This is an optimization exercise on Yosys and OpenROAD, whose aim is small area, not a production implementation.
No functional check of the RTL was part of any run shown here.
No activity file was given, so power comes from the tool's default toggle rates.

--- design/flow/constraint.sdc ---
create_clock -name core_clock -period 30.0 [get_ports {clk}]
set_input_delay 6.0000 -clock core_clock [delete_from_list [all_inputs] [get_ports {clk}]]
set_output_delay 6.0000 -clock core_clock [all_outputs]
set_load 0.01 [all_outputs]
--- design/flow/config.mk ---
export PLATFORM = sky130hd
export DESIGN_NAME = top
export DESIGN_NICKNAME = top
export VERILOG_FILES = /design/flow/design.v
export SDC_FILE = /design/flow/constraint.sdc
export NUM_CORES = 4
export LEC_CHECK = 0
export CAP_MARGIN = 20
export CORE_MARGIN = 2
export CORE_UTILIZATION = 40
export CTS_BUF_LIST = sky130_fd_sc_hd__clkbuf_4
export SLEW_MARGIN = 20
--- design/flow/design.v ---
module top(
    input clk,
    input rst,
    input spi_miso,
    output uart_tx,
    output spi_clk,
    output spi_cs,
    output spi_mosi,
    output led_green,
    output led_blue
);
    reg [5:0] p;     
    reg [2:0] s;     
    reg [4:0] u;     
    wire pt   = (p == 6'd49);
    wire rise = pt & (s == 3'd3);               
    wire tick = (p == 6'd24) & (u == 5'd12);    
    wire oclk = s[2];                           
    always @(posedge clk) begin
        if (rst) begin
            p <= 6'd0;
            s <= 3'd0;
            u <= 5'd0;
        end else begin
            p <= pt ? 6'd0 : p + 6'd1;
            if (pt) begin
                s <= s + 3'd1;
                u <= (u == 5'd24) ? 5'd0 : u + 5'd1;
            end
        end
    end
    localparam PRE = 3'd0, GAP = 3'd1, UART = 3'd2,
               INIT1 = 3'd4, INIT2 = 3'd5, READ1 = 3'd6, READ2 = 3'd7;
    reg [2:0] sg;
    reg [4:0] j;
    reg       r1;    
    reg [3:0] b;     
    wire frame_end = tick & (b == 4'd9);
    always @(posedge clk) begin
        if (rst) begin
            sg <= PRE;
            j <= 5'd0;
        end else if (sg == UART) begin
            if (frame_end) begin
                if (j == 5'd2) begin sg <= PRE; j <= 5'd1; end
                else j <= j + 5'd1;
            end
        end else if (rise) begin
            j <= j + 5'd1;
            case (sg)
                PRE:   if (j == 5'd1) begin sg <= INIT1; j <= 5'd0; end
                INIT1: if (j == (r1 ? 5'd18 : 5'd28)) begin sg <= INIT2; j <= 5'd0; end
                INIT2: if (j == 5'd31) begin sg <= GAP; j <= 5'd0; end
                GAP:   if (j == 5'd6) begin sg <= READ1; j <= 5'd0; end
                READ1: if (j == 5'd18) begin sg <= READ2; j <= 5'd0; end
                READ2: if (j == 5'd17) begin sg <= UART; j <= 5'd0; end
                default: ;
            endcase
        end
    end
    always @(posedge clk) begin
        if (rst)
            r1 <= 1'b1;
        else if (frame_end && sg == UART && j == 5'd0)
            r1 <= 1'b0;
    end
    wire clr = (sg == PRE) && (j == 5'd0);      
    function [15:0] frame(input [1:0] t);
        case (t)
            2'd0: frame = 16'h3101;
            2'd1: frame = 16'h2D08;
            2'd2: frame = 16'hB200;
            default: frame = 16'hB300;
        endcase
    endfunction
    wire [1:0] tr = sg[1:0];
    wire       intr = sg[2];
    reg mosi;
    always @(posedge clk) begin
        if (rst)
            mosi <= 1'b0;
        else if (pt && s == 3'd7 && intr && j <= 5'd15)
            mosi <= frame(tr) >> (5'd15 - j);
    end
    assign spi_mosi = mosi;
    assign spi_cs   = ~(intr && j <= 5'd16);
    assign spi_clk  = ~(intr && j <= 5'd15 && !oclk);
    wire run = r1 | (sg == UART);
    always @(posedge clk) begin
        if (rst)
            b <= 4'd10;
        else if (tick) begin
            if (b == 4'd10)
                b <= run ? 4'd0 : 4'd10;
            else
                b <= b + 4'd1;
        end
    end
    reg [15:0] sum;
    wire data_bit = r1 ? 1'b0 :
                    (j == 5'd0) ? (b == 4'd3 || b == 4'd5) :
                    sum[8];
    assign uart_tx = (b == 4'd1) ? 1'b0 :
                     (b >= 4'd2 && b <= 4'd9) ? data_bit : 1'b1;
    wire urot = tick && b >= 4'd2 && b <= 4'd9 && sg == UART && j != 5'd0;
    reg  [12:0] d;       
    reg  [3:0]  r;       
    reg         pend;    
    reg         blue, green;
    wire bits = rise && j >= 5'd8 && j <= 5'd15;      
    wire rd1  = bits && sg == READ1;                  
    wire rd2  = bits && sg == READ2;                  
    wire rdq  = rd2 && j >= 5'd11;                    
    wire post = pt && sg == READ2 && j == 5'd16;      
    wire       dvb = rd2 ? spi_miso : d[12];
    wire [4:0] r5  = {r, dvb};
    wire       qb  = (r5 >= 5'd10);
    wire [4:0] rn  = qb ? r5 - 5'd10 : r5;
    reg  [7:0] c;        
    reg        xpend, act;
    wire       xact = act && (c < 8'd13);
    always @(posedge clk) begin
        if (rd1)
            d <= {d[11:0], spi_miso};
        else if (rdq || post)
            d <= {d[11:0], qb};
        else if (xact)
            d <= {d[12], d[12:1]};
    end
    always @(posedge clk) begin
        if (rd2 || post)
            r <= rn[3:0];
        else if (sg != READ2)
            r <= 4'd0;
    end
    always @(posedge clk) begin
        if (rd2 && j == 5'd8)
            pend <= spi_miso;
    end
    reg [129:0] ring;
    always @(posedge clk) begin
        ring <= {ring[128:0], xact ? d[0] : (ring[129] & ~clr)};
    end
    always @(posedge clk) begin
        if (rst) begin
            c <= 8'd0;
            xpend <= 1'b0;
            act <= 1'b0;
        end else begin
            if (act && c == 8'd15)
                c <= 8'd3;
            else if (c == 8'd129)
                c <= 8'd0;
            else
                c <= c + 8'd1;
            if (rise && sg == READ2 && j == 5'd16)
                xpend <= 1'b1;
            else if (c == 8'd129)
                xpend <= 1'b0;
            if (xpend && c == 8'd129)
                act <= 1'b1;
            else if (c == 8'd15)
                act <= 1'b0;
        end
    end
    reg  bw, cy;
    wire nb  = xact & d[0];
    wire ob  = xact & ring[129];
    wire db  = nb ^ ob ^ bw;
    wire sb  = sum[0] ^ db ^ cy;
    always @(posedge clk) begin
        if (act) begin
            bw <= (~nb & ob) | (~(nb ^ ob) & bw);
            cy <= (sum[0] & db) | (cy & (sum[0] ^ db));
        end else begin
            bw <= 1'b0;
            cy <= 1'b0;
        end
    end
    always @(posedge clk) begin
        if (act)
            sum <= {sb, sum[15:1]};
        else if (urot)
            sum <= {sum[0], sum[15:1]};
        else if (clr)
            sum <= {1'b0, sum[15:1]};
    end
    always @(posedge clk) begin
        if (rst) begin
            blue <= 1'b0;
            green <= 1'b0;
        end else if (sg == UART) begin
            blue <= pend;
            if (j == 5'd0 && p != 6'd0)
                green <= (sum >= 16'd36) && (sum <= 16'd65500);
        end
    end
    assign led_blue  = blue;
    assign led_green = green;
endmodule
--- design/flow/run.sh ---
#!/bin/bash
# synth_recipe.tcl (not shown) runs the flow's synth.tcl, then flattens the netlist and writes it again
# the make line also repeats each setting of config.mk as NAME=value (left out here)
make -C /OpenROAD-flow-scripts/flow DESIGN_CONFIG=/design/flow/config.mk WORK_HOME=/design/flow/orfs CLKGATE_MAP_FILE= SYNTH_SCRIPT=/design/flow/synth_recipe.tcl finish
==> notes.md, run 1 <==
* Psw at 0.0001273 W
* Setup tns final at 0 ns
* Io pins at 9
* Unrepaired setup endpoints after global routing: no
* Port Buffers at 8
* Antenna violations before repair at 0
* Ant. Diodes at 0
* Syn_area_per_cell at 12.28 µm²
* Final WL at 11.56 mm
* Syn Std Cell Area at 6633 µm²
* First-pass GRT wire length at 19.78 mm
* GPL Wtd Cong at 0.8026
* Yosys cell types at 64
* H-tree Lvls at 2
* Power per cell area at 73.47 nW/µm²
* CP startpoint kind: flop
* All-Layer GR Usage at 0.1376
* Most frequent cells in the layout: dfxtp_1 (172), clkbuf_4 (77), nor2_1 (46)
* GR Overflow Total at 0
* Number of vias in the routed layout at 4120
* Pre-Repair DR Iteration Count at 4
* Hold buffer count at CTS at 0
* Worst setup margin at 20.87 ns
* Worst vdd ir at 43.20 µV
* Fin. max-slew vios at 0
* FF+latch area at 4464 µm²
* DR DRC count at 0
* Die width at 132.8 µm
* Synth area leaders: dfxtp_1 (52%), edfxtp_1 (15%), ha_1 (4.0%)
* Post-DRT Antenna Nets at 0
* Area grow syn2layout at 14.28%
* Asr flop ratio synth at 0
* Final setup fails at 0
* Post-CTS sizing at 0
* Leak Pwr at 2.982 nW
* Wire per inst at 13.68 µm
* Comb power frac at 0.024
* Dpl ws at 21.56 ns
* Die ar. at 17630 µm²
* Largest net degree at the start of global routing at 24
* Yosys top cell by area: dfxtp_1
* Worst hold path type: flop to flop
* Worst Path Max Fanout at 13
* # fillers at 1490
* Multi-input combinational cell area at 1994 µm²
* Slew HR at 0.3978
* Cell internal pwr at 0.0004295 W
* Core Area at 16410 µm²
* Area after DPL at 6934 µm²
* Arrival time of the worst setup path at 3.13 ns
* Final Hold Viols at 0
* EDFF count, synth at 34
* Total power at 0.0005569 W
* Status: finished clean
* Max-cap violations at 0
* Switching fraction of total power at 0.2287
* WP data required at 24.00 ns
* Setup bufs post-CTS at 0
* Highest Clock Rate at 109.6 MHz
* DR iter-0 viols at 174
* Synth top area share at 0.5191
* Min Tclk post-route at 9.125 ns
* Post-route cell area at 7580 µm²
* Worst-Skew Late Latency at 0.63 ns
* Num Clock Sinks at 206
* Worst setup path class: flop to output port
* Seq cells post-synth at 206
* Ratio of cells with drive above 1 in the final layout at 0.1648
* Nets at 612
* Worst Skew at 0.03230 ns
* CTS tree: built
* Share of power burned in registers at 0.573
* Number of global-route vias before repair at 4158
* Post-synthesis sequential area ratio at 0.6731
* Root buffer cell: clkbuf_4
* Synth warn at 1
* Initial Util at 0.4043
* CTS clk-pin slew, worst paths at 0.07 ns
* Num CTS Buffers at 51
* # rows at 47
* Post-Syn Nets at 566
* Max clock buf depth at 3
* Post-Syn Instances at 540
* Predominant post-synthesis flop cell: dfxtp_1
* Most common cell after layout, fill and taps aside: dfxtp_1
* Endpoint class of the critical path: output port
* Die height at 132.8 µm
* DP HPWL at 7.046 mm
* Vias/cell at 4.876
* Clock Power Share at 0.403
* Worst-Margin Slew at 0.9005 ns
* Period utilization at 0.3042
==> through the flow <==
stage          instances  hold WS (ns)    util
6_report             845        0.3058  0.4620
5_1_grt              845        0.3227  0.4620
4_1_cts              845        0.3172  0.4620
3_5_place_dp         753        0.3121  0.4226
3_3_place_gp         753        0.3125  0.4226
2_1_floorplan        540        0.3096       -
==> power groups by stage <==
stage	registers, W	clock network (W)	logic (W)
4_1_cts	0.000319	0.000235	0.0000135
3_5_place_dp	0.000325	0	0.0000135
5_1_grt	0.000322	0.000249	0.0000155
3_3_place_gp	0.000324	0	0.0000132
6_report	0.000319	0.000224	0.0000135
2_1_floorplan	0.000319	0	0.0000113
==> kinds of logic after synthesis <==
family / Yosys count / synth area share
buffers and inverters: 46 / 0.02622
muxes: 17 / 0.02792
DFF: 206 / 0.6731
adders and majority gates: 23 / 0.04565
xor gates and xnor gates: 14 / 0.01849
and+or+nand+nor: 156 / 0.1221
AOI/OAI and AO/OA: 78 / 0.08659
==> final timing paths <==
check / start / depth (start not counted) / end / slack (ns)
setup / recovery: j[0] / 8 / uart_tx / 20.87
hold / removal: ring[6] / 0 / ring[7] / 0.31
setup reg to reg: j[0] / 5 / sum[12] / 27.09
hold reg to reg: ring[6] / 0 / ring[7] / 0.31
==> synthesized netlist by cell type (4+ instances only) <==
cell and number:
dfxtp_1 172, nor2_1 46, edfxtp_1 34, nand2_1 33, inv_1 29, ha_1 21
a21oi_1 15, clkbuf_1 15, nand3_1 15, mux2_2 12, o21ai_0 11, nand4_1 10
nor3_1 7, xnor2_1 7, xor2_1 7, o31ai_1 6, and2_1 5, and3_1 5
mux2i_1 5, nor4_1 5, a31oi_1 4, a41o_1 4, nor2b_1 4, o2111ai_1 4
o211a_1 4, o211ai_1 4
==> metal layers <==
| metal | part of all wire | vias up | track usage |
|---|---|---|---|
| li1 | - | 2030 | - |
| met1 | 0.47 | 1943 | 0.1759 |
| met2 | 0.44 | 108 | 0.2050 |
| met3 | 0.054 | 39 | 0.04636 |
| met4 | 0.039 | 0 | 0.07646 |
| met5 | 0 | - | 0 |
==> final cells by class <==
class | count | area share
Multi-Input combinational cell | 288 | 0.2631
Clock buffer | 77 | 0.07626
Clock inverter | 15 | 0.008914
Inverter | 30 | 0.01486
Timing Repair Buffer | 9 | 0.01155
Sequential cell | 206 | 0.5890
Tap cell | 220 | 0.03632
==> critical path, stage by stage (launching register included) <==
cell	delay (ns)
dfxtp_1	0.44
inv_1	0.14
ha_1	0.20
or4b_2	0.66
nor3_1	0.21
a21oi_1	0.06
nor2_1	0.12
o32a_1	0.15
clkdlybuf4s50_1	0.53
==> state kept, by name, indices dropped and copies added, names as in the netlist <==
signal and count:
act 1, b 4, blue 1, bw 1, c 8, cy 1
d 13, green 1, j 5, mosi 1, p 6, pend 1
r 4, r1 1, ring 130, s 3, sg 3, sum 16
u 5, xpend 1
==> run 2, diff against run 1 <==
--- a/design/flow/config.mk
+++ b/design/flow/config.mk
@@ -8,5 +8,4 @@
 export CAP_MARGIN = 20
 export CORE_MARGIN = 2
 export CORE_UTILIZATION = 40
-export CTS_BUF_LIST = sky130_fd_sc_hd__clkbuf_4
 export SLEW_MARGIN = 20
==> notes.md, run 2 <==
* Final setup fails at 0 (unchanged)
* Worst setup path class: flop to output port
* Worst Path Max Fanout at 13 (unchanged)
* Area grow syn2layout at 14.73%
* Final WL at 11.01 mm (-4.7%)
* Number of global-route vias before repair at 3856 (-7.3%)
* Arrival time of the worst setup path at 2.98 ns (-0.15 ns)
* Unrepaired setup endpoints after global routing: no
* Number of vias in the routed layout at 3912 (-5.0%)
* Largest net degree at the start of global routing at 24 (unchanged)
* Slew HR at 0.4000 (+0.002272)
* Num Clock Sinks at 206 (unchanged)
* DR iter-0 viols at 204 (+17%)
* Synth area leaders: dfxtp_1 (52%), edfxtp_1 (15%), ha_1 (4.0%)
* First-pass GRT wire length at 18.79 mm (-5.0%)
* Num CTS Buffers at 21 (-59%)
* Post-synth top cells: dfxtp_1 (172), nor2_1 (46), edfxtp_1 (34), nand2_1 (33), inv_1 (29)
* Yosys cell types at 64 (unchanged)
* Largest regs: ring (130), sum (16), d (13)
* Post-Syn Instances at 540 (unchanged)
* Core Area at 16410 µm² (unchanged)
* Post-DRT Antenna Nets at 0 (unchanged)
* Top reg by flops: ring
* Leak Pwr at 2.937 nW (-1.5%)
* Syn_area_per_cell at 12.28 µm² (unchanged)
* Die width at 132.8 µm (unchanged)
* Die height at 132.8 µm (unchanged)
* # rows at 47 (unchanged)
* Most frequent cell after synthesis: dfxtp_1
* Initial Util at 0.4043 (unchanged)
* Port Buffers at 8 (unchanged)
* CTS tree: built
* GPL Wtd Cong at 0.8026 (unchanged)
* Top Layer Used: met4
* Final core occ at 0.4638 (+0.001831)
* Pre-Repair DR Iteration Count at 4 (unchanged)
* Status: finished clean
* Min Tclk post-route at 8.978 ns (-0.1469 ns)
* Vias/cell at 4.952 (+1.6%)
* Setup tns final at 0 ns (unchanged)
* Final Hold Viols at 0 (unchanged)
* DR DRC count at 0 (unchanged)
* Max clock buf depth at 3 (unchanged)
* Wire per inst at 13.94 µm (+1.9%)
* GR Overflow Total at 0 (unchanged)
* H-tree Lvls at 1 (-1)
* Total power at 0.0005825 W (+4.6%)
* Seq cells post-synth at 206 (unchanged)
* Endpoint class of the critical path: output port
* Nets at 582 (-4.9%)
* Worst-Margin Slew at 0.8971 ns (-0.003398 ns)
* Ant. Diodes at 0 (unchanged)
* Met3 wire len at 470 µm (-25%)
* Predominant post-synthesis flop cell: dfxtp_1
* DRT met1 WL at 5.303 mm (-2.3%)
* Post-Syn Nets at 566 (unchanged)
* Yosys top cell by area: dfxtp_1
* Worst vdd ir at 46.59 µV (+7.9%)
* Io pins at 9 (unchanged)
* Setup bufs post-CTS at 0 (unchanged)
* All-Layer GR Usage at 0.1276 (-0.009907)
* Most common cell after layout, fill and taps aside: dfxtp_1
* Asr flop ratio synth at 0 (unchanged)
* CTS clk-pin slew, worst paths at 0.06 ns (about the same)
* Die ar. at 17630 µm² (unchanged)
* Root buffer cell: clkbuf_16
* EDFF count, synth at 34 (unchanged)
* Max-cap violations at 0 (unchanged)
* Power per cell area at 76.55 nW/µm² (+4.2%)
* DP HPWL at 7.046 mm (unchanged)
* Worst Skew at 0.007294 ns (-0.02501 ns)
* Synth warn at 1 (unchanged)
* Hold buffer count at CTS at 0 (unchanged)
* Post-synthesis sequential area ratio at 0.6731 (unchanged)
* Antenna violations before repair at 0 (unchanged)
* Worst-Skew Late Latency at 0.48 ns (-0.15 ns)
* CP startpoint kind: flop
* Period utilization at 0.2993 (-0.004897)
* Fin. max-slew vios at 0 (unchanged)
* WP data required at 24.00 ns (about the same)
* Ratio of cells with drive above 1 in the final layout at 0.09825 (-0.06655)
* Highest Clock Rate at 111.4 MHz (+1.6%)
* Most frequent cells in the layout: dfxtp_1 (172), nor2_1 (46), edfxtp_1 (34)
* Max FFs per register at 130 (unchanged)
* # fillers at 1457 (-2.2%)
* Met2 wire length at 4.824 mm (-4.6%)
* Post-CTS sizing at 0 (unchanged)
* Worst hold path type: flop to flop
* Synth top area share at 0.5191 (unchanged)
* Syn Std Cell Area at 6633 µm² (unchanged)
## run 2: cell counts after synthesis
No cell type changed its count.
## run 2: metrics by stage
stage / instance area (µm²) / std cells / hold slack, ns / setup slack (ns)
floorplan: 6633 / 540 / 0.3096 / 22.10
global placement: 6934 / 753 / 0.3125 / 21.60
detailed placement: 6934 / 753 / 0.3121 / 21.56
CTS: 7610 / 790 / 0.3243 / 21.02
global route: 7610 / 790 / 0.3279 / 20.86
finish: 7610 / 790 / 0.3214 / 21.02
## run 2: power breakdown
group / internal [W] / switching, W / leakage, nW
clock network: 0.000147 / 0.000103 / 0.338
registers: 0.000306 / 0.0000131 / 1.74
logic: 0.00000553 / 0.00000801 / 0.857
## run 2: cell type report
type                       count  area (µm²)  share of cell area
inverter                      30       112.6             0.01480
multi-input combinational    288        1994              0.2621
clock buffer                  26       575.6             0.07563
sequential                   206        4464              0.5866
tap                          220       275.3             0.03617
timing repair buffer           9       87.58             0.01151
clock inverter                11       100.1             0.01315
## run 2: logic make-up (layout without fill, tap and decap cells)
family	count (synthesis)	count (layout)	share of synthesized area
compound gates	78	78	0.08659
xor+xnor	14	14	0.01849
fa+ha+maj	23	23	0.04565
buf+inv	46	76	0.02622
flops	206	206	0.6731
mux	17	17	0.02792
simple gates	156	156	0.1221
## run 2: final timing paths
path / start / end / slack [ns] / depth (start not counted)
worst min register to register: ring[28] / ring[29] / 0.32 / 0
worst max register to register: j[0] / sum[14] / 27.10 / 5
worst min-delay path: ring[28] / ring[29] / 0.32 / 0
worst max-delay path: j[0] / uart_tx / 21.02 / 8
## run 2: critical path, stage by stage, from the launching register on
cell	delay, ns
dfxtp_1	0.44
inv_1	0.14
ha_1	0.20
or4b_2	0.66
nor3_1	0.21
a21oi_1	0.06
nor2_1	0.12
o32a_1	0.15
clkdlybuf4s50_1	0.53
## run 2: routing by layer
metal  GRT usage  up-vias
met5           0        -
met4     0.05795        0
met3     0.02107       33
met2      0.2001       92
met1      0.1742     1844
li1            -     1943
==> run 3, diff against run 2 <==
--- a/design/flow/config.mk
+++ b/design/flow/config.mk
@@ -8,4 +8,5 @@
 export CAP_MARGIN = 20
 export CORE_MARGIN = 2
 export CORE_UTILIZATION = 40
+export CTS_BUF_LIST = sky130_fd_sc_hd__clkbuf_8
 export SLEW_MARGIN = 20
==> notes.md, run 3 <==
* DP HPWL at 7.046 mm (unchanged)
* DRT met1 WL at 5.353 mm (+0.94%)
* CTS tree: built
* Worst vdd ir at 48.21 µV (+3.5%)
* Worst-Skew Late Latency at 0.54 ns (+0.06 ns)
* Antenna violations before repair at 0 (unchanged)
* Max FFs per register at 130 (unchanged)
* Met3 wire len at 455 µm (-3.2%)
* Num Clock Sinks at 206 (unchanged)
* Largest net degree at the start of global routing at 24 (unchanged)
* Root buffer cell: clkbuf_8
* Worst Path Max Fanout at 13 (unchanged)
* DR iter-0 viols at 191 (-6.4%)
* Post-DRT Antenna Nets at 0 (unchanged)
* Unrepaired setup endpoints after global routing: no
* Reg-to-reg setup timing slack at 27.08 ns (-0.02 ns)
* Ratio of cells with drive above 1 in the final layout at 0.1153 (+0.01701)
* Post-Syn Instances at 540 (unchanged)
* Setup tns final at 0 ns (unchanged)
* Max clock buf depth at 3 (unchanged)
* Synth warn at 1 (unchanged)
* Worst Hold Path EP: ring[60]
* Wire per inst at 13.83 µm (-0.78%)
* Most frequent cells in the layout: dfxtp_1 (172), nor2_1 (46), inv_1 (40)
* Num CTS Buffers at 31 (+48%)
* Nets at 592 (+1.7%)
* Reg2reg start: j[0]
* Die ar. at 17630 µm² (unchanged)
* Predominant post-synthesis flop cell: dfxtp_1
* Vias/cell at 4.923 (-0.57%)
* Pre-Repair DR Iteration Count at 4 (unchanged)
* Worst setup path class: flop to output port
* CP startpoint kind: flop
* Most frequent cell after synthesis: dfxtp_1
* Yosys top cell by area: dfxtp_1
* DR DRC count at 0 (unchanged)
* # rows at 47 (unchanged)
* Final WL at 11.20 mm (+1.7%)
* Power per cell area at 74.53 nW/µm² (-2.6%)
* Multi-input combinational cell area at 1994 µm² (unchanged)
* Met2 wire length at 4.975 mm (+3.1%)
* All-Layer GR Usage at 0.1318 (+0.004143)
* H-tree Lvls at 1 (unchanged)
* Syn Std Cell Area at 6633 µm² (unchanged)
* Final setup fails at 0 (unchanged)
* Worst reg2reg endpoint: sum[11]
* Worst hold margin at 0.3184 ns (-0.003005 ns)
* Yosys cell types at 64 (unchanged)
* Asr flop ratio synth at 0 (unchanged)
* Post-CTS sizing at 0 (unchanged)
* Core Area at 16410 µm² (unchanged)
* Synth top area share at 0.5191 (unchanged)
* Post-Syn Nets at 566 (unchanged)
* Slew HR at 0.3966 (-0.003410)
* Min Tclk post-route at 9.050 ns (+0.07190 ns)
* # fillers at 1468 (+0.75%)
* Worst R2R Path Depth at 5 (unchanged)
* Port Buffers at 8 (unchanged)
* Finished Layout Cells at 810 (+2.5%)
* Leak Pwr at 2.982 nW (+1.5%)
* GR Overflow Total at 0 (unchanged)
* Io pins at 9 (unchanged)
* Die height at 132.8 µm (unchanged)
* Final Hold Viols at 0 (unchanged)
* Number of global-route vias before repair at 3983 (+3.3%)
* Max-cap violations at 0 (unchanged)
* Largest regs: ring (130), sum (16), d (13)
* Area grow syn2layout at 14.58%
* Worst Skew at 0.02630 ns (+0.01900 ns)
* Top Layer Used: met4
* Synth area leaders: dfxtp_1 (52%), edfxtp_1 (15%), ha_1 (4.0%)
* FF+latch area at 4464 µm² (unchanged)
* EDFF count, synth at 34 (unchanged)
* WHS Path Cells at 0 (unchanged)
* Status: finished clean
* Highest Clock Rate at 110.5 MHz (-0.79%)
* Seq cells post-synth at 206 (unchanged)
* Setup bufs post-CTS at 0 (unchanged)
* WP data required at 24.00 ns (about the same)
* Hold buffer count at CTS at 0 (unchanged)
* Endpoint class of the critical path: output port
* GPL Wtd Cong at 0.8026 (unchanged)
* Worst-Margin Slew at 0.9022 ns (+0.005100 ns)
* Post-synth top cells: dfxtp_1 (172), nor2_1 (46), edfxtp_1 (34), nand2_1 (33), inv_1 (29)
* First-pass GRT wire length at 19.31 mm (+2.8%)
* Most common cell after layout, fill and taps aside: dfxtp_1
* Post-synthesis sequential area ratio at 0.6731 (unchanged)
* Arrival time of the worst setup path at 3.05 ns (+0.07 ns)
* Ant. Diodes at 0 (unchanged)
* Syn_area_per_cell at 12.28 µm² (unchanged)
* Period utilization at 0.3017 (+0.002397)
* Initial Util at 0.4043 (unchanged)
* Die width at 132.8 µm (unchanged)
* Number of vias in the routed layout at 3988 (+1.9%)
* Worst hold path type: flop to flop
* Hold wc startpoint: ring[59]
* Top reg by flops: ring
* CTS clk-pin slew, worst paths at 0.06 ns (about the same)
* Inst Count DP at 753 (unchanged)
* Fin. max-slew vios at 0 (unchanged)
-- run 3: cell counts after synthesis --
Identical to the previous run, type by type.
-- run 3: final cells by class --
cell class | count | area share
Sequential cell | 206 | 0.5874
Multi-Input combinational cell | 288 | 0.2624
Clock buffer | 39 | 0.07063
Tap cell | 220 | 0.03622
Clock inverter | 18 | 0.01696
Inverter | 30 | 0.01482
Timing Repair Buffer | 9 | 0.01152
-- run 3: cells by family after synthesis --
group                      count (synthesis)  share of synthesized area
DFF                                      206                     0.6731
and+or+nand+nor                          156                     0.1221
AOI/OAI and AO/OA                         78                    0.08659
buffers and inverters                     46                    0.02622
adders and majority gates                 23                    0.04565
muxes                                     17                    0.02792
xor gates and xnor gates                  14                    0.01849
-- run 3: worst max path at each step --
stage / from / endpoint / cells past startpoint
2_1_floorplan: j[0] / uart_tx / 8
3_3_place_gp: j[0] / uart_tx / 8
3_5_place_dp: j[0] / uart_tx / 8
4_1_cts: j[0] / uart_tx / 8
5_1_grt: j[0] / uart_tx / 8
6_report: j[0] / uart_tx / 8
-- run 3: stage by stage --
step	total power [W]	area, µm²	utilization	worst slack, ns
3_5_place_dp	0.0003381	6934	0.4226	21.56
2_1_floorplan	0.0003303	6633	-	22.10
5_1_grt	0.0005925	7600	0.4632	20.77
6_report	0.0005664	7600	0.4632	20.95
3_3_place_gp	0.0003374	6934	0.4226	21.60
4_1_cts	0.0005756	7600	0.4632	20.93
-- run 3: metal layers --
layer	track usage	vias up
li1	-	1961
met1	0.1748	1898
met3	0.02720	35
met4	0.06810	0
met2	0.2044	94
met5	0	-
-- run 3: power breakdown --
part           total (W)  internal, W  switching, W
registers       0.000320     0.000307     0.0000131
clock network   0.000233     0.000134     0.0000994
logic          0.0000135   0.00000553    0.00000795
-- run 3: critical path, cell delays in order (launching register included) --
cell and delay (ns):
dfxtp_1 0.44, inv_1 0.14, ha_1 0.20, or4b_2 0.66
nor3_1 0.21, a21oi_1 0.06, nor2_1 0.12, o32a_1 0.15
clkdlybuf4s50_1 0.53
==> run 4, diff against run 3 <==
--- a/design/flow/config.mk
+++ b/design/flow/config.mk
@@ -8,5 +8,6 @@
 export CAP_MARGIN = 20
 export CORE_MARGIN = 2
 export CORE_UTILIZATION = 40
-export CTS_BUF_LIST = sky130_fd_sc_hd__clkbuf_8
+export CTS_CLUSTER_DIAMETER = 100
+export CTS_CLUSTER_SIZE = 20
 export SLEW_MARGIN = 20
==> notes.md, run 4 <==
* Worst Path Max Fanout at 13 (unchanged)
* Worst hold margin at 0.3157 ns (-0.002664 ns)
* Die width at 132.8 µm (unchanged)
* Post-synthesis sequential area ratio at 0.6731 (unchanged)
* Pre-Repair DR Iteration Count at 4 (unchanged)
* GR Overflow Total at 0 (unchanged)
* Fin. max-slew vios at 0 (unchanged)
* Endpoint class of the critical path: output port
* Worst reg2reg endpoint: sum[14]
* Io pins at 9 (unchanged)
* Num CTS Buffers at 14 (-55%)
* Switching fraction of total power at 0.2081 (-0.004473)
* Post-CTS sizing at 0 (unchanged)
* Initial Util at 0.4043 (unchanged)
* Critical path's slowest cell: or4b_2
* Setup bufs post-CTS at 0 (unchanged)
* Root buffer cell: clkbuf_16
* Synth area leaders: dfxtp_1 (52%), edfxtp_1 (15%), ha_1 (4.0%)
* Seq cells post-synth at 206 (unchanged)
* Number of vias in the routed layout at 3849 (-3.5%)
* GPL Wtd Cong at 0.8026 (unchanged)
* Share of power burned in registers at 0.620 (+0.056)
* Slew HR at 0.3943 (-0.002295)
* CP startpoint: j[0]
* Worst-Skew Late Latency at 0.45 ns (-0.09 ns)
* Post-Syn Nets at 566 (unchanged)
* Antenna violations before repair at 0 (unchanged)
* # fillers at 1479 (+0.75%)
* Core Area at 16410 µm² (unchanged)
* Worst-Margin Slew at 0.9056 ns (+0.003431 ns)
* Worst Skew at 0.01310 ns (-0.01320 ns)
* Max clock buf depth at 3 (unchanged)
* Most frequent cell after synthesis: dfxtp_1
* Num Clock Sinks at 206 (unchanged)
* Syn_area_per_cell at 12.28 µm² (unchanged)
* First-pass GRT wire length at 18.54 mm (-4.0%)
* Max-cap violations at 0 (unchanged)
* Inst Count DP at 753 (unchanged)
* WP buf/inv at 2 (unchanged)
* Final setup fails at 0 (unchanged)
* Number of global-route vias before repair at 3804 (-4.5%)
* Yosys cell types at 64 (unchanged)
* CP startpoint kind: flop
* Die ar. at 17630 µm² (unchanged)
* Port Buffers at 8 (unchanged)
* Syn Std Cell Area at 6633 µm² (unchanged)
* Area grow syn2layout at 11.00%
* Leak Pwr at 2.805 nW (-5.9%)
* Worst vdd ir at 46.16 µV (-4.2%)
* Vias/cell at 4.960 (+0.74%)
* Ant. Diodes at 0 (unchanged)
* Largest net degree at the start of global routing at 24 (unchanged)
* Min Tclk post-route at 8.967 ns (-0.08290 ns)
* Psw at 0.0001070 W (-11%)
* CP peak stage delay at 0.66 ns (about the same)
* WP data required at 24.00 ns (about the same)
* CTS tree: built
* Most frequent cells in the layout: dfxtp_1 (172), nor2_1 (46), edfxtp_1 (34)
* Reg2reg start: j[0]
* Crit path cell chain: inv_1 -> ha_1 -> or4b_2 -> nor3_1 -> a21oi_1 -> nor2_1 -> o32a_1 -> clkdlybuf4s50_1
* DR DRC count at 0 (unchanged)
* Worst R2R Path Depth at 5 (unchanged)
* Comb power frac at 0.026 (+0.002)
* Worst setup path class: flop to output port
* Top reg by flops: ring
* Worst hold path type: flop to flop
* Yosys top cell by area: dfxtp_1
* WP depth at 8 (unchanged)
* Finished Layout Cells at 776 (-4.2%)
* Ratio of cells with drive above 1 in the final layout at 0.07014 (-0.04511)
* Highest Clock Rate at 111.5 MHz (+0.92%)
* All-Layer GR Usage at 0.1257 (-0.006082)
* Reg-to-reg setup timing slack at 27.09 ns (about the same)
* Predominant post-synthesis flop cell: dfxtp_1
* H-tree Lvls at 1 (unchanged)
* Post-Syn Instances at 540 (unchanged)
* Delay-heaviest family, CP: simple AND/OR/NAND/NOR gates
* # rows at 47 (unchanged)
* Post-synth top cells: dfxtp_1 (172), nor2_1 (46), edfxtp_1 (34), nand2_1 (33), inv_1 (29)
* CTS clk-pin slew, worst paths at 0.09 ns (+0.03 ns)
* Power per cell area at 69.84 nW/µm² (-6.3%)
* Wire per inst at 13.92 µm (+0.69%)
* Final WL at 10.80 mm (-3.5%)
* Hold buffer count at CTS at 0 (unchanged)
* DP HPWL at 7.046 mm (unchanged)
* Unrepaired setup endpoints after global routing: no
* Synth warn at 1 (unchanged)
* Most common cell after layout, fill and taps aside: dfxtp_1
* Largest regs: ring (130), sum (16), d (13)
* Final Hold Viols at 0 (unchanged)
* Nets at 575 (-2.9%)
* Status: finished clean
* Setup tns final at 0 ns (unchanged)
* Setup crit end: uart_tx
* Max FFs per register at 130 (unchanged)
* Clock Power Share at 0.354 (-0.058)
* Cell internal pwr at 0.0004071 W (-8.7%)
* Arrival time of the worst setup path at 2.97 ns (-0.08 ns)
* Post-DRT Antenna Nets at 0 (unchanged)
* Asr flop ratio synth at 0 (unchanged)
* Synth top area share at 0.5191 (unchanged)
* EDFF count, synth at 34 (unchanged)
* DR iter-0 viols at 169 (-12%)
* Die height at 132.8 µm (unchanged)
* Period utilization at 0.2989 (-0.002763)
run 4: cells by family after synthesis:
logic type                 after synthesis  share of synthesized area
DFF                                    206                     0.6731
and+or+nand+nor                        156                     0.1221
AOI/OAI and AO/OA                       78                    0.08659
buffers and inverters                   46                    0.02622
adders and majority gates               23                    0.04565
muxes                                   17                    0.02792
xor gates and xnor gates                14                    0.01849
run 4: cell type report:
type / count / area (µm²) / share of cell area
Inverter: 30 / 112.6 / 0.01530
Timing Repair Buffer: 9 / 87.58 / 0.01190
Clock inverter: 1 / 16.27 / 0.002209
Multi-Input combinational cell: 288 / 1994 / 0.2709
Sequential cell: 206 / 4464 / 0.6064
Clock buffer: 22 / 411.6 / 0.05591
Tap cell: 220 / 275.3 / 0.03739
run 4: worst register-to-register path, cell delays in order (launching register included):
cell	delay (ns)
dfxtp_1	0.45
inv_1	0.14
ha_1	0.20
or4b_2	0.66
nor4_1	0.51
a211o_1	0.58
run 4: power by group through the flow:
stage | clock network [W] | logic, W | registers (W)
after floorplan | 0 | 0.0000113 | 0.000319
after global placement | 0 | 0.0000132 | 0.000324
after detailed placement | 0 | 0.0000135 | 0.000325
after CTS | 0.000189 | 0.0000135 | 0.000319
after global routing | 0.000198 | 0.0000155 | 0.000322
final | 0.000182 | 0.0000135 | 0.000319
run 4: per-layer routing:
layer | global-route usage | routed length (µm) | vias to the layer above
met2 | 0.2003 | 4801 | 84
li1 | - | - | 1917
met1 | 0.1731 | 5338 | 1825
met5 | 0 | 0 | -
met4 | 0.05018 | 313 | 0
met3 | 0.01839 | 350 | 23
run 4: worst min-delay path by stage:
stage | start | to | slack, ns | cells past startpoint
2_1_floorplan | ring[99] | ring[100] | 0.31 | 0
3_3_place_gp | ring[112] | ring[113] | 0.31 | 0
3_5_place_dp | ring[29] | ring[30] | 0.31 | 0
6_report | ring[14] | ring[15] | 0.32 | 0
5_1_grt | ring[14] | ring[15] | 0.32 | 0
4_1_cts | ring[14] | ring[15] | 0.32 | 0
run 4: per-stage QoR:
| step | total power [W] | setup slack (ns) | instance area (µm²) | util |
|---|---|---|---|---|
| after floorplan | 0.0003303 | 22.10 | 6633 | - |
| after global placement | 0.0003374 | 21.60 | 6934 | 0.4226 |
| after detailed placement | 0.0003381 | 21.56 | 6934 | 0.4226 |
| after CTS | 0.0005211 | 21.04 | 7362 | 0.4487 |
| after global routing | 0.0005353 | 20.87 | 7362 | 0.4487 |
| final | 0.0005142 | 21.03 | 7362 | 0.4487 |
==> run 5, diff against run 4 <==
--- a/design/flow/config.mk
+++ b/design/flow/config.mk
@@ -8,6 +8,6 @@
 export CAP_MARGIN = 20
 export CORE_MARGIN = 2
 export CORE_UTILIZATION = 40
-export CTS_CLUSTER_DIAMETER = 100
-export CTS_CLUSTER_SIZE = 20
+export CTS_CLUSTER_DIAMETER = 150
+export CTS_CLUSTER_SIZE = 25
 export SLEW_MARGIN = 20
==> notes.md, run 5 <==
* Status: finished clean
* Worst Skew at 0.01955 ns (+0.006453 ns)
* Final Hold Viols at 0 (unchanged)
* Num CTS Buffers at 12 (-2)
* DP HPWL at 7.046 mm (unchanged)
* Max-cap violations at 0 (unchanged)
* WP data required at 24.00 ns (about the same)
* Largest net degree at the start of global routing at 27 (+13%)
* Endpoint class of the critical path: output port
* Worst-Skew Late Latency at 0.45 ns (about the same)
* Most frequent cells in the layout: dfxtp_1 (172), nor2_1 (46), edfxtp_1 (34)
* H-tree Lvls at 1 (unchanged)
* Fin. max-slew vios at 0 (unchanged)
* Predominant post-synthesis flop cell: dfxtp_1
* Die height at 132.8 µm (unchanged)
* DR DRC count at 0 (unchanged)
* Yosys top cell by area: dfxtp_1
* Max FFs per register at 130 (unchanged)
* Num Clock Sinks at 206 (unchanged)
* Area after DPL at 6934 µm² (unchanged)
* Worst Path Max Fanout at 13 (unchanged)
* Synth top area share at 0.5191 (unchanged)
* Crit path cell chain: inv_1 -> ha_1 -> or4b_2 -> nor3_1 -> a21oi_1 -> nor2_1 -> o32a_1 -> clkdlybuf4s50_1
* Number of global-route vias before repair at 3744 (-1.6%)
* Synth area leaders: dfxtp_1 (52%), edfxtp_1 (15%), ha_1 (4.0%)
* Post-DRT Antenna Nets at 0 (unchanged)
* Post-CTS sizing at 0 (unchanged)
* Post-synth top cells: dfxtp_1 (172), nor2_1 (46), edfxtp_1 (34), nand2_1 (33), inv_1 (29)
* Io pins at 9 (unchanged)
* Largest regs: ring (130), sum (16), d (13)
* Post-route cell area at 7295 µm² (-0.92%)
* Unrepaired setup endpoints after global routing: no
* Ratio of cells with drive above 1 in the final layout at 0.06534 (-0.004808)
* Critical path's slowest cell: or4b_2
* Post-Synth Simple-Gate Area at 0.1221 (unchanged)
* EDFF count, synth at 34 (unchanged)
* Mux cell area share after synthesis at 0.02792 (unchanged)
* Nets at 573 (-0.35%)
* Vias/cell at 4.977 (+0.33%)
* Most common cell after layout, fill and taps aside: dfxtp_1
* Pre-Repair DR Iteration Count at 4 (unchanged)
* Root buffer cell: clkbuf_16
* Leak Pwr at 2.773 nW (-1.1%)
* CP startpoint kind: flop
* Initial Util at 0.4043 (unchanged)
* Post-Syn Instances at 540 (unchanged)
* Xor/xnor cell area share of the yosys netlist at 0.01849 (unchanged)
* Setup tns final at 0 ns (unchanged)
* Yosys cell types at 64 (unchanged)
* CTS clk-pin slew, worst paths at 0.10 ns (about the same)
* Post-Syn Nets at 566 (unchanged)
* Synth Area in Adders at 0.04565 (unchanged)
* Asr flop ratio synth at 0 (unchanged)
* Antenna violations before repair at 0 (unchanged)
* Max clock buf depth at 3 (unchanged)
* Setup bufs post-CTS at 0 (unchanged)
* Slew HR at 0.3914 (-0.002982)
* Area grow syn2layout at 9.979%
* First-pass GRT wire length at 18.55 mm (about the same)
* DR iter-0 viols at 176 (+4.1%)
* GR Overflow Total at 0 (unchanged)
* Worst hold margin at 0.3071 ns (-0.008542 ns)
* Wire per inst at 13.96 µm (+0.29%)
* Ant. Diodes at 0 (unchanged)
* All-Layer GR Usage at 0.1265 (+0.0007701)
* Die width at 132.8 µm (unchanged)
* Post-synthesis sequential area ratio at 0.6731 (unchanged)
* Power per cell area at 68.28 nW/µm² (-2.2%)
* Highest Clock Rate at 111.3 MHz (-0.20%)
* Top reg by flops: ring
* Compound-Gate Fraction of Synth Area at 0.08659 (unchanged)
* Port Buffers at 8 (unchanged)
* Synth warn at 1 (unchanged)
* Syn Std Cell Area at 6633 µm² (unchanged)
* Arrival time of the worst setup path at 2.99 ns (+0.02 ns)
* Worst setup path class: flop to output port
* Min Tclk post-route at 8.986 ns (+0.01820 ns)
* Seq cells post-synth at 206 (unchanged)
* Final WL at 10.77 mm (-0.35%)
* Final setup fails at 0 (unchanged)
* Worst-Margin Slew at 0.9101 ns (+0.004459 ns)
* Final core occ at 0.4446 (-0.004118)
* Die ar. at 17630 µm² (unchanged)
* # fillers at 1473 (-0.41%)
* CP peak stage delay at 0.66 ns (about the same)
* GPL Wtd Cong at 0.8026 (unchanged)
* Syn_area_per_cell at 12.28 µm² (unchanged)
* Worst hold path type: flop to flop
* Most frequent cell after synthesis: dfxtp_1
* Number of vias in the routed layout at 3837 (-0.31%)
* Worst vdd ir at 47.45 µV (+2.8%)
* # rows at 47 (unchanged)
* CTS tree: built
* Largest family of logic cells by synthesized area: simple AND/OR/NAND/NOR gates
* Period utilization at 0.2995 (+0.0006067)
* Core Area at 16410 µm² (unchanged)
* Hold buffer count at CTS at 0 (unchanged)
run 5: worst paths after layout:
| check | from | endpoint | slack [ns] | cells after the start |
|---|---|---|---|---|
| worst min-delay path | ring[14] | ring[15] | 0.31 | 0 |
| worst max-delay path | j[0] | uart_tx | 21.01 | 8 |
| worst min register to register | ring[14] | ring[15] | 0.31 | 0 |
| worst max register to register | j[0] | sum[14] | 27.07 | 5 |
run 5: final cells by class:
class	instances	area, µm²	area share
sequential	206	4464	0.6120
multi-input combinational	288	1994	0.2734
clock buffer	17	340.3	0.04666
tap	220	275.3	0.03774
inverter	30	112.6	0.01544
timing repair buffer	9	87.58	0.01201
clock inverter	1	20.02	0.002744
run 5: critical path, delay by kind of cell (launching register included):
family          cells  cell delay [ns]
compound gates      2             0.21
fa+ha+maj           1             0.20
buf+inv             2             0.67
flops               1             0.46
simple gates        3             0.99
run 5: kinds of logic (layout without fill, tap and decap cells):
| group | count (synthesis) | after routing |
|---|---|---|
| flip-flops | 206 | 206 |
| AND/OR/NAND/NOR | 156 | 156 |
| AO/OA/AOI/OAI | 78 | 78 |
| buffers and inverters | 46 | 57 |
| adder cells (fa/ha/maj) | 23 | 23 |
| multiplexers | 17 | 17 |
| XOR/XNOR | 14 | 14 |
run 5: per-stage QoR:
step	std cells	setup slack (ns)	power, W
finish	771	21.01	0.0004980
global route	771	20.84	0.0005203
CTS	771	21.02	0.0005051
detailed placement	753	21.56	0.0003381
global placement	753	21.60	0.0003374
floorplan	540	22.10	0.0003303
run 5: routing by layer:
layer / global-route usage / wire length [µm] / vias up
li1: - / - / 1910
met1: 0.1740 / 5288 / 1835
met2: 0.2001 / 4766 / 69
met3: 0.01992 / 380 / 23
met4: 0.05197 / 331 / 0
met5: 0 / 0 / -
run 5: report_power, final:
group | internal [W] | switching (W)
Combinational | 0.00000553 | 0.00000792
Sequential | 0.000306 | 0.0000128
Clock | 0.0000813 | 0.0000845
Total | 0.000393 | 0.000105
==> run 6, diff against run 5 <==
--- a/design/flow/config.mk
+++ b/design/flow/config.mk
@@ -9,5 +9,5 @@
 export CORE_MARGIN = 2
 export CORE_UTILIZATION = 40
 export CTS_CLUSTER_DIAMETER = 150
-export CTS_CLUSTER_SIZE = 25
+export CTS_CLUSTER_SIZE = 30
 export SLEW_MARGIN = 20
==> notes.md, run 6 <==
* Largest net degree at the start of global routing at 32 (+19%)
* Num CTS Buffers at 10 (-2)
* CTS clk-pin slew, worst paths at 0.12 ns (+0.02 ns)
* Post-synthesis sequential area ratio at 0.6731 (unchanged)
* Switching fraction of total power at 0.2081 (-0.003146)
* Endpoint class of the critical path: output port
* Leak Pwr at 2.746 nW (-0.97%)
* Yosys cell types at 64 (unchanged)
* Predominant post-synthesis flop cell: dfxtp_1
* Die ar. at 17630 µm² (unchanged)
* Antenna violations before repair at 0 (unchanged)
* Arrival time of the worst setup path at 2.99 ns (about the same)
* Xor/xnor cell area share of the yosys netlist at 0.01849 (unchanged)
* Worst-Skew Late Latency at 0.46 ns (about the same)
* Final Hold Viols at 0 (unchanged)
* Final WL at 10.63 mm (-1.2%)
* Post-CTS sizing at 0 (unchanged)
* Top reg by flops: ring
* Seq cells post-synth at 206 (unchanged)
* Worst Hold Path EP: ring[22]
* Worst vdd ir at 54.21 µV (+14%)
* Synth Area in Adders at 0.04565 (unchanged)
* Number of global-route vias before repair at 3700 (-1.2%)
* H-tree Lvls at 1 (unchanged)
* Nets at 571 (-0.35%)
* Worst Skew at 0.01413 ns (-0.005413 ns)
* Asr flop ratio synth at 0 (unchanged)
* Number of vias in the routed layout at 3788 (-1.3%)
* Yosys top cell by area: dfxtp_1
* Finished Layout Cells at 768 (-0.39%)
* Initial Util at 0.4043 (unchanged)
* Max clock buf depth at 3 (unchanged)
* Post-Syn Instances at 540 (unchanged)
* DP HPWL at 7.046 mm (unchanged)
* All-Layer GR Usage at 0.1242 (-0.002320)
* Synth top area share at 0.5191 (unchanged)
* Power per cell area at 66.86 nW/µm² (-2.1%)
* CP startpoint kind: flop
* Cell internal pwr at 0.0003834 W (-2.4%)
* Largest family of logic cells by synthesized area: simple AND/OR/NAND/NOR gates
* Status: finished clean
* Final setup fails at 0 (unchanged)
* Min Tclk post-route at 8.989 ns (+0.003200 ns)
* Syn Std Cell Area at 6633 µm² (unchanged)
* Worst-Margin Slew at 0.8848 ns (-0.02527 ns)
* Die width at 132.8 µm (unchanged)
* Ant. Diodes at 0 (unchanged)
* Port Buffers at 8 (unchanged)
* CTS tree: built
* Fin. max-slew vios at 0 (unchanged)
* Post-synth top cells: dfxtp_1 (172), nor2_1 (46), edfxtp_1 (34), nand2_1 (33), inv_1 (29)
* Worst Path Max Fanout at 13 (unchanged)
* Worst hold path type: flop to flop
* Hold buffer count at CTS at 0 (unchanged)
* Setup bufs post-CTS at 0 (unchanged)
* Pre-Repair DR Iteration Count at 4 (unchanged)
* Area grow syn2layout at 9.187%
* Worst reg2reg endpoint: sum[4]
* Total power at 0.0004842 W (-2.8%)
* Unrepaired setup endpoints after global routing: no
* Area after DPL at 6934 µm² (unchanged)
* Period utilization at 0.2996 (about the same)
* DR DRC count at 0 (unchanged)
* First-pass GRT wire length at 18.28 mm (-1.5%)
* Largest regs: ring (130), sum (16), d (13)
* Slew HR at 0.4083 (+0.01690)
* Share of power burned in registers at 0.658 (+0.018)
* Max FFs per register at 130 (unchanged)
* Syn_area_per_cell at 12.28 µm² (unchanged)
* Setup tns final at 0 ns (unchanged)
* Synth warn at 1 (unchanged)
* Final core occ at 0.4414 (-0.003203)
* Psw at 0.0001008 W (-4.2%)
* EDFF count, synth at 34 (unchanged)
* Root buffer cell: clkbuf_16
* WP data required at 24.00 ns (about the same)
* Ratio of cells with drive above 1 in the final layout at 0.06204 (-0.003292)
* Most frequent cell after synthesis: dfxtp_1
* Core Area at 16410 µm² (unchanged)
* Reg-to-reg setup timing slack at 27.09 ns (+0.02 ns)
* Num Clock Sinks at 206 (unchanged)
* Most common cell after layout, fill and taps aside: dfxtp_1
* Most frequent cells in the layout: dfxtp_1 (172), nor2_1 (46), edfxtp_1 (34)
* Post-Synth Simple-Gate Area at 0.1221 (unchanged)
* Comb power frac at 0.028 (about the same)
* Reg2reg start: j[0]
* Hold wc startpoint: ring[21]
* Inst Count DP at 753 (unchanged)
* Io pins at 9 (unchanged)
* Wire per inst at 13.84 µm (-0.86%)
* Vias/cell at 4.932 (-0.89%)
* Post-route cell area at 7242 µm² (-0.72%)
* WHS Path Cells at 0 (unchanged)
* GPL Wtd Cong at 0.8026 (unchanged)
* Worst setup path class: flop to output port
* Clock Power Share at 0.314 (-0.019)
* Die height at 132.8 µm (unchanged)
* Mux cell area share after synthesis at 0.02792 (unchanged)
* Compound-Gate Fraction of Synth Area at 0.08659 (unchanged)
* Post-Syn Nets at 566 (unchanged)
* Worst R2R Path Depth at 5 (unchanged)
* Synth area leaders: dfxtp_1 (52%), edfxtp_1 (15%), ha_1 (4.0%)
* Highest Clock Rate at 111.3 MHz (about the same)
* Post-DRT Antenna Nets at 0 (unchanged)
* Max-cap violations at 0 (unchanged)
* GR Overflow Total at 0 (unchanged)
* # rows at 47 (unchanged)
* DR iter-0 viols at 193 (+9.7%)
-- run 6: cell types whose count changed in the layout (fill, tap and decap cells not counted), sizes merged --
| cell | before | now |
|---|---|---|
| inv | 30 | 29 |
| bufinv | 0 | 1 |
| clkinv | 1 | 2 |
| clkbuf | 17 | 13 |
-- run 6: stage by stage --
stage | worst slack [ns] | hold slack (ns)
global route | 20.84 | 0.3277
CTS | 21.02 | 0.3245
global placement | 21.60 | 0.3125
finish | 21.01 | 0.3211
detailed placement | 21.56 | 0.3121
floorplan | 22.10 | 0.3096
-- run 6: cell type report --
type | count | area (µm²)
Fill cell | 1493 | 9165
Sequential cell | 206 | 4464
Multi-Input combinational cell | 288 | 1994
Tap cell | 220 | 275.3
Clock buffer | 13 | 261.5
Inverter | 30 | 112.6
Timing Repair Buffer | 9 | 87.58
Clock inverter | 2 | 46.29
-- run 6: how the worst max path moves through the flow --
stage,startpoint,endpoint,slack [ns],depth (start not counted)
after floorplan,j[0],uart_tx,22.10,8
after global placement,j[0],uart_tx,21.60,8
after detailed placement,j[0],uart_tx,21.56,8
after CTS,j[0],uart_tx,21.02,8
after global routing,j[0],uart_tx,20.84,8
final,j[0],uart_tx,21.01,8
-- run 6: logic make-up after synthesis --
kind of cell	after synthesis
simple gates	156
xor+xnor	14
flops	206
fa+ha+maj	23
compound gates	78
mux	17
buf+inv	46
-- run 6: power groups by stage --
stage	logic (W)	clock network, W	registers [W]
final	0.0000134	0.000152	0.000319
after global routing	0.0000155	0.000166	0.000322
after CTS	0.0000135	0.000157	0.000319
after detailed placement	0.0000135	0	0.000325
after global placement	0.0000132	0	0.000324
after floorplan	0.0000113	0	0.000319
-- run 6: layer usage --
metal / vias to the layer above / share of wire / track usage
li1: 1908 / - / -
met1: 1796 / 0.49 / 0.1724
met2: 65 / 0.45 / 0.1978
met3: 19 / 0.037 / 0.01992
met4: 0 / 0.027 / 0.04361
met5: - / 0 / 0
-- run 6: critical path, cell delays in order, from the launching register on --
cell	delay, ns
dfxtp_1	0.46
inv_1	0.14
ha_1	0.20
or4b_2	0.66
nor3_1	0.21
a21oi_1	0.06
nor2_1	0.12
o32a_1	0.15
clkdlybuf4s50_1	0.53
==> run 7, diff against run 6 <==
--- a/design/flow/config.mk
+++ b/design/flow/config.mk
@@ -7,7 +7,7 @@
 export LEC_CHECK = 0
 export CAP_MARGIN = 20
 export CORE_MARGIN = 2
-export CORE_UTILIZATION = 40
+export CORE_UTILIZATION = 60
 export CTS_CLUSTER_DIAMETER = 150
 export CTS_CLUSTER_SIZE = 30
 export SLEW_MARGIN = 20
==> notes.md, run 7 <==
* Crit path cell chain: inv_1 -> ha_1 -> or4b_2 -> nor3_1 -> a21oi_1 -> nor2_1 -> o32a_1 -> clkdlybuf4s50_1
* Worst setup path class: flop to output port
* CP peak stage delay at 0.67 ns (about the same)
* Endpoint class of the critical path: output port
* Worst hold path type: flop to flop
* Min Tclk post-route at 8.974 ns (-0.01520 ns)
* CP startpoint kind: flop
* Post-synth top cells: dfxtp_1 (172), nor2_1 (46), edfxtp_1 (34), nand2_1 (33), inv_1 (29)
* Max FFs per register at 130 (unchanged)
* Pre-Repair DR Iteration Count at 5 (+1)
* Max-cap violations at 0 (unchanged)
* DP HPWL at 6.749 mm (-4.2%)
* Die height at 109.1 µm (-18%)
* Port Buffers at 8 (unchanged)
* Worst Skew at 0.01468 ns (+0.0005475 ns)
* Die width at 109.1 µm (-18%)
* Setup tns final at 0 ns (unchanged)
* Arrival time of the worst setup path at 2.97 ns (-0.02 ns)
* Fin. max-slew vios at 0 (unchanged)
* EDFF count, synth at 34 (unchanged)
* Post-Syn Instances at 540 (unchanged)
* Die ar. at 11910 µm² (-32%)
* Yosys cell types at 64 (unchanged)
* Io pins at 9 (unchanged)
* Yosys top cell by area: dfxtp_1
* Final core occ at 0.6604 (+0.2191)
* WP data required at 24.00 ns (about the same)
* Unrepaired setup endpoints after global routing: no
* Worst-Margin Slew at 0.6013 ns (-0.2836 ns)
* Post-DRT Antenna Nets at 0 (unchanged)
* Core Area at 10790 µm² (-34%)
* CTS clk-pin slew, worst paths at 0.11 ns (about the same)
* Synth area leaders: dfxtp_1 (52%), edfxtp_1 (15%), ha_1 (4.0%)
* Nets at 572 (+0.18%)
* Worst R2R Path Depth at 5 (unchanged)
* Syn Std Cell Area at 6633 µm² (unchanged)
* Ant. Diodes at 0 (unchanged)
* Worst Hold Path EP: ring[98]
* Setup bufs post-CTS at 0 (unchanged)
* All-Layer GR Usage at 0.1776 (+0.05346)
* CP startpoint: j[0]
* Antenna violations before repair at 0 (unchanged)
* Critical path's slowest cell: or4b_2
* Post-Syn Nets at 566 (unchanged)
* Final WL at 10.25 mm (-3.6%)
* Num CTS Buffers at 10 (unchanged)
* Number of vias in the routed layout at 3819 (+0.82%)
* Slew HR at 0.5955 (+0.1872)
* Syn_area_per_cell at 12.28 µm² (unchanged)
* Wire per inst at 14.86 µm (+7.3%)
* H-tree Lvls at 1 (unchanged)
* GPL Wtd Cong at 0.8847 (+10%)
* Number of global-route vias before repair at 3543 (-4.2%)
* Total power at 0.0004781 W (-1.3%)
* Predominant post-synthesis flop cell: dfxtp_1
* Seq cells post-synth at 206 (unchanged)
* DR iter-0 viols at 230 (+19%)
* WP buf/inv at 2 (unchanged)
* Reg2reg start: j[0]
* Post-CTS sizing at 0 (unchanged)
* Final Hold Viols at 0 (unchanged)
* CTS tree: built
* # rows at 38 (-19%)
* Reg-to-reg setup timing slack at 27.08 ns (about the same)
* Most common cell after layout, fill and taps aside: dfxtp_1
* WHS Path Cells at 0 (unchanged)
* Leak Pwr at 2.742 nW (-0.15%)
* Num Clock Sinks at 206 (unchanged)
* Asr flop ratio synth at 0 (unchanged)
* Highest Clock Rate at 111.4 MHz (+0.17%)
* Worst-Skew Late Latency at 0.49 ns (+0.03 ns)
* Synth warn at 1 (unchanged)
* Top reg by flops: ring
* Final setup fails at 0 (unchanged)
* Period utilization at 0.2991 (-0.0005067)
* Hold buffer count at CTS at 0 (unchanged)
* Initial Util at 0.6145 (+0.2103)
* Most frequent cell after synthesis: dfxtp_1
* Ratio of cells with drive above 1 in the final layout at 0.06364 (+0.001593)
* Worst vdd ir at 61.35 µV (+13%)
* Max clock buf depth at 3 (unchanged)
* DR DRC count at 0 (unchanged)
* Root buffer cell: clkbuf_8
* Status: finished clean
* First-pass GRT wire length at 16.86 mm (-7.8%)
* Largest regs: ring (130), sum (16), d (13)
* GR Overflow Total at 0 (unchanged)
* Vias/cell at 5.535 (+12%)
* Most frequent cells in the layout: dfxtp_1 (172), nor2_1 (46), edfxtp_1 (34)
* Worst reg2reg endpoint: sum[11]
* Post-synthesis sequential area ratio at 0.6731 (unchanged)
* Area grow syn2layout at 7.470%
* Hold wc startpoint: ring[97]
* Largest net degree at the start of global routing at 32 (unchanged)
* Worst Path Max Fanout at 13 (unchanged)
* Power per cell area at 67.07 nW/µm² (+0.31%)
* Delay-heaviest family, CP: simple AND/OR/NAND/NOR gates
* Synth top area share at 0.5191 (unchanged)
[run 7: cell count changes in the layout (fill, tap and decap cells not counted)]
cell / delta
buf_4: +1
clkbuf_1: +1
clkbuf_16: -2
clkbuf_8: +3
clkinv_8: -1
[run 7: area by class of cell]
| type | count | area (µm²) |
|---|---|---|
| inverter | 30 | 112.6 |
| tap | 140 | 175.2 |
| fill | 803 | 3665 |
| clock inverter | 1 | 30.03 |
| multi-input combinational | 288 | 1994 |
| sequential | 206 | 4464 |
| timing repair buffer | 10 | 95.09 |
| clock buffer | 15 | 256.5 |
[run 7: worst max path at each step]
stage	end	slack (ns)	cells past startpoint
floorplan	uart_tx	22.10	8
global placement	uart_tx	21.60	8
detailed placement	uart_tx	21.56	8
CTS	uart_tx	21.02	8
global route	uart_tx	20.87	8
finish	uart_tx	21.03	8
[run 7: stage by stage]
stage	instances	setup WS [ns]	hold WS, ns	cell area [µm²]
2_1_floorplan	540	22.10	0.3096	6633
3_3_place_gp	674	21.60	0.3112	6842
3_5_place_dp	674	21.56	0.3121	6842
4_1_cts	690	21.02	0.3283	7128
5_1_grt	690	20.87	0.3331	7128
6_report	690	21.03	0.3314	7128
[run 7: worst register-to-register path: stages (launching register included)]
cell     delay [ns]
dfxtp_1        0.46
inv_1          0.14
ha_1           0.21
or4b_2         0.67
nor4_1         0.49
a211o_1        0.58
[run 7: power breakdown]
group | internal [W] | leakage (nW) | total [W] | switching, W
Combinational | 0.00000558 | 0.862 | 0.0000138 | 0.00000820
Clock | 0.0000678 | 0.139 | 0.000146 | 0.0000778
Sequential | 0.000306 | 1.74 | 0.000319 | 0.0000126
[run 7: routing by layer]
metal,GRT usage,routed length [µm]
met1,0.2546,5178
met2,0.2813,4513
met3,0.02690,360
met4,0.04945,199
met5,0,0
[run 7: cell families (layout without fill, tap and decap cells)]
kind of cell,Yosys count,in the layout,share of synthesized area
xor+xnor,14,14,0.01849
simple gates,156,156,0.1221
fa+ha+maj,23,23,0.04565
compound gates,78,78,0.08659
buf+inv,46,56,0.02622
mux,17,17,0.02792
flops,206,206,0.6731
==> run 8, diff against run 7 <==
--- a/design/flow/design.v
+++ b/design/flow/design.v
@@ -12,21 +12,25 @@
     reg [5:0] p;     
     reg [2:0] s;     
     reg [4:0] u;     
-    wire pt   = (p == 6'd49);
+    localparam [5:0] P24 = 6'd48, P49 = 6'd9;    
+    localparam [4:0] U12 = 5'd5,  U24 = 5'd20;   
+    wire pt   = (p == P49);
     wire rise = pt & (s == 3'd3);               
-    wire tick = (p == 6'd24) & (u == 5'd12);    
+    wire tick = (p == P24) & (u == U12);        
     wire oclk = s[2];                           
     always @(posedge clk) begin
-        if (rst) begin
+        if (rst || pt)
             p <= 6'd0;
+        else
+            p <= {p[4:0], ~(p[5] ^ p[4])};
+    end
+    always @(posedge clk) begin
+        if (rst) begin
             s <= 3'd0;
             u <= 5'd0;
-        end else begin
-            p <= pt ? 6'd0 : p + 6'd1;
-            if (pt) begin
-                s <= s + 3'd1;
-                u <= (u == 5'd24) ? 5'd0 : u + 5'd1;
-            end
+        end else if (pt) begin
+            s <= s + 3'd1;
+            u <= (u == U24) ? 5'd0 : {u[3:0], ~(u[4] ^ u[2])};
         end
     end
     localparam PRE = 3'd0, GAP = 3'd1, UART = 3'd2,
@@ -39,23 +43,30 @@
     always @(posedge clk) begin
         if (rst) begin
             sg <= PRE;
-            j <= 5'd0;
+            j <= 5'd30;
         end else if (sg == UART) begin
             if (frame_end) begin
-                if (j == 5'd2) begin sg <= PRE; j <= 5'd1; end
+                if (j == 5'd2) begin sg <= PRE; j <= 5'd31; end
                 else j <= j + 5'd1;
             end
         end else if (rise) begin
-            j <= j + 5'd1;
-            case (sg)
-                PRE:   if (j == 5'd1) begin sg <= INIT1; j <= 5'd0; end
-                INIT1: if (j == (r1 ? 5'd18 : 5'd28)) begin sg <= INIT2; j <= 5'd0; end
-                INIT2: if (j == 5'd31) begin sg <= GAP; j <= 5'd0; end
-                GAP:   if (j == 5'd6) begin sg <= READ1; j <= 5'd0; end
-                READ1: if (j == 5'd18) begin sg <= READ2; j <= 5'd0; end
-                READ2: if (j == 5'd17) begin sg <= UART; j <= 5'd0; end
-                default: ;
-            endcase
+            if (j == 5'd17 && sg[2]) begin
+                case (sg)
+                    INIT1:   j <= r1 ? 5'd31 : 5'd21;
+                    INIT2:   begin sg <= GAP; j <= 5'd11; end
+                    READ1:   j <= 5'd31;
+                    default: begin sg <= UART; j <= 5'd0; end
+                endcase
+            end else begin
+                j <= j + 5'd1;
+                if (j == 5'd31)
+                    case (sg)
+                        PRE:     sg <= INIT1;
+                        INIT1:   sg <= INIT2;
+                        GAP:     sg <= READ1;
+                        default: sg <= READ2;
+                    endcase
+            end
         end
     end
     always @(posedge clk) begin
@@ -64,7 +75,7 @@
         else if (frame_end && sg == UART && j == 5'd0)
             r1 <= 1'b0;
     end
-    wire clr = (sg == PRE) && (j == 5'd0);      
+    wire clr = (sg == PRE) && (j == 5'd30);     
     function [15:0] frame(input [1:0] t);
         case (t)
             2'd0: frame = 16'h3101;
==> notes.md, run 8 <==
* Vias/cell at 5.490 (-0.82%)
* Port Buffers at 8 (unchanged)
* CP peak stage delay at 0.54 ns (-0.13 ns)
* Finished Layout Cells at 670 (-2.9%)
* Post-CTS sizing at 0 (unchanged)
* Worst-Margin Slew at 0.7623 ns (+0.1610 ns)
* Period utilization at 0.2989 (about the same)
* Critical path's slowest cell: or4b_1
* Status: finished clean
* Syn Std Cell Area at 6481 µm² (-2.3%)
* CP startpoint kind: flop
* Unrepaired setup endpoints after global routing: no
* GPL Wtd Cong at 0.8725 (-1.4%)
* Synth top area share at 0.5313 (+0.01213)
* Io pins at 9 (unchanged)
* Slew HR at 0.4904 (-0.1051)
* Hold buffer count at CTS at 0 (unchanged)
* Root buffer cell: clkbuf_8
* EDFF count, synth at 34 (unchanged)
* Worst vdd ir at 81.69 µV (+33%)
* Syn_area_per_cell at 12.28 µm² (about the same)
* Endpoint class of the critical path: output port
* Ratio of cells with drive above 1 in the final layout at 0.05805 (-0.005584)
* Post-Synth Simple-Gate Area at 0.1249 (+0.002851)
* Xor/xnor cell area share of the yosys netlist at 0.01081 (-0.007676)
* All-Layer GR Usage at 0.1828 (+0.005177)
* Antenna violations before repair at 0 (unchanged)
* Max clock buf depth at 3 (unchanged)
* Highest Clock Rate at 111.5 MHz (about the same)
* Initial Util at 0.6222 (+0.007685)
* Crit path cell chain: inv_1 -> ha_1 -> or4b_1 -> nor3_1 -> a21oi_1 -> o21ai_0 -> o31a_1 -> clkdlybuf4s50_1
* DP HPWL at 6.578 mm (-2.5%)
* Ant. Diodes at 0 (unchanged)
* Num Clock Sinks at 206 (unchanged)
* Worst-Skew Late Latency at 0.48 ns (about the same)
* Core Area at 10420 µm² (-3.5%)
* Final setup fails at 0 (unchanged)
* Dpl ws at 21.58 ns (+0.01460 ns)
* WP data required at 24.00 ns (about the same)
* Die width at 107.9 µm (-1.1%)
* Yosys top cell by area: dfxtp_1
* Worst hold path type: flop to flop
* Min Tclk post-route at 8.966 ns (-0.007200 ns)
* Pre-Repair DR Iteration Count at 4 (-1)
* Top reg by flops: ring
* Synth area leaders: dfxtp_1 (53%), edfxtp_1 (16%), ha_1 (3.5%)
* Post-Syn Nets at 551 (-2.7%)
* Setup bufs post-CTS at 0 (unchanged)
* Die ar. at 11650 µm² (-2.2%)
* Fin. max-slew vios at 0 (unchanged)
* Number of global-route vias before repair at 3508 (-0.99%)
* Most frequent cell after synthesis: dfxtp_1
* Post-synth top cells: dfxtp_1 (172), nand2_1 (43), edfxtp_1 (34), nor2_1 (31), a21oi_1 (29)
* Arrival time of the worst setup path at 2.97 ns (about the same)
* Leak Pwr at 2.641 nW (-3.7%)
* Largest net degree at the start of global routing at 41 (+28%)
* Setup tns final at 0 ns (unchanged)
* First-pass GRT wire length at 17.14 mm (+1.7%)
* Mux cell area share after synthesis at 0.02529 (-0.002630)
* Worst setup path class: flop to output port
* Max FFs per register at 130 (unchanged)
* Synth warn at 1 (unchanged)
* CTS tree: built
* Wire per inst at 14.98 µm (+0.85%)
* Largest family of logic cells by synthesized area: simple AND/OR/NAND/NOR gates
* Largest regs: ring (130), sum (16), d (13)
* Seq cells post-synth at 206 (unchanged)
* Inst Count DP at 654 (-3.0%)
* Yosys cell types at 58 (-9.4%)
* Post-DRT Antenna Nets at 0 (unchanged)
* CTS clk-pin slew, worst paths at 0.10 ns (about the same)
run 8: layout make-up:
type	instances	area, µm²
clock buffers	15	256.5
clock inverters	1	30.03
fillers	776	3470
inverters	23	86.33
multi-input cells	280	1852
flip-flops and latches	206	4464
well taps	136	170.2
repair buffers	9	87.58
run 8: per-stage QoR:
step	utilization	total power, W	area, µm²
2_1_floorplan	-	0.0002907	6481
4_1_cts	0.6669	0.0004354	6947
5_1_grt	0.6669	0.0004456	6947
6_report	0.6669	0.0004301	6947
3_3_place_gp	0.6394	0.0002920	6660
3_5_place_dp	0.6394	0.0002923	6660
run 8: worst paths after layout:
kind	start	to	depth (start not counted)
max	j[0]	uart_tx	8
min	ring[30]	ring[31]	0
max reg2reg	j[0]	d[7]	7
min reg2reg	ring[30]	ring[31]	0
run 8: worst max-delay path, delay by kind of cell (launching register included):
kind	cells	cell delay [ns]
and+or+nand+nor	2	0.74
buffers and inverters	2	0.73
DFF	1	0.43
AOI/OAI and AO/OA	3	0.37
adders and majority gates	1	0.23
run 8: power breakdown:
group / leakage (nW) / total [W] / switching [W] / internal [W]
clock network: 0.139 / 0.000144 / 0.0000763 / 0.0000678
registers: 1.76 / 0.000282 / 0.00000111 / 0.000281
logic: 0.740 / 0.00000367 / 0.00000229 / 0.00000138
run 8: logic make-up after synthesis:
kind of cell | after synthesis
AO/OA/AOI/OAI | 83
XOR/XNOR | 8
adder cells (fa/ha/maj) | 20
buffers and inverters | 42
flip-flops | 206
AND/OR/NAND/NOR | 154
multiplexers | 15
run 8: layer usage:
layer,up-vias,global-route usage,share of wire,wire [µm]
li1,1844,-,-,-
met1,1766,0.2704,0.50,4997
met2,55,0.2875,0.45,4532
met3,13,0.02712,0.035,352
met4,0,0.04304,0.016,156
met5,-,0,0,0

[static timing again, ports no longer ideal]
Ports are ideal in the flow. The routed layouts listed here were re-timed in OpenROAD. Step 1 sets driving cells, clkbuf_16 on the clock port and buf_2 on the other inputs (assumed; they add their load-dependent delay and slew). Step 2, shift: input delay + t, output delay - t, t = (earliest + latest rising clock arrival at the registers) / 2. This alone moves slack from input paths to output paths. Slacks: ideal / step 1 / step 2; pairs: ideal / step 1.
run | t (ns) | slack for setup (ns)
run 1 | 0.651 | 20.875 / 20.840 / 21.491
run 2 | 0.508 | 21.022 / 20.983 / 21.491
run 3 | 0.566 | 20.950 / 20.914 / 21.480
run 4 | 0.484 | 21.033 / 20.994 / 21.478
run 5 | 0.486 | 21.014 / 20.975 / 21.462
run 6 | 0.494 | 21.011 / 20.975 / 21.469
run 7 | 0.510 | 21.026 / 20.994 / 21.504
run 8 | 0.500 | 21.034 / 21.001 / 21.502
After both steps setup and hold are still met in every run listed.
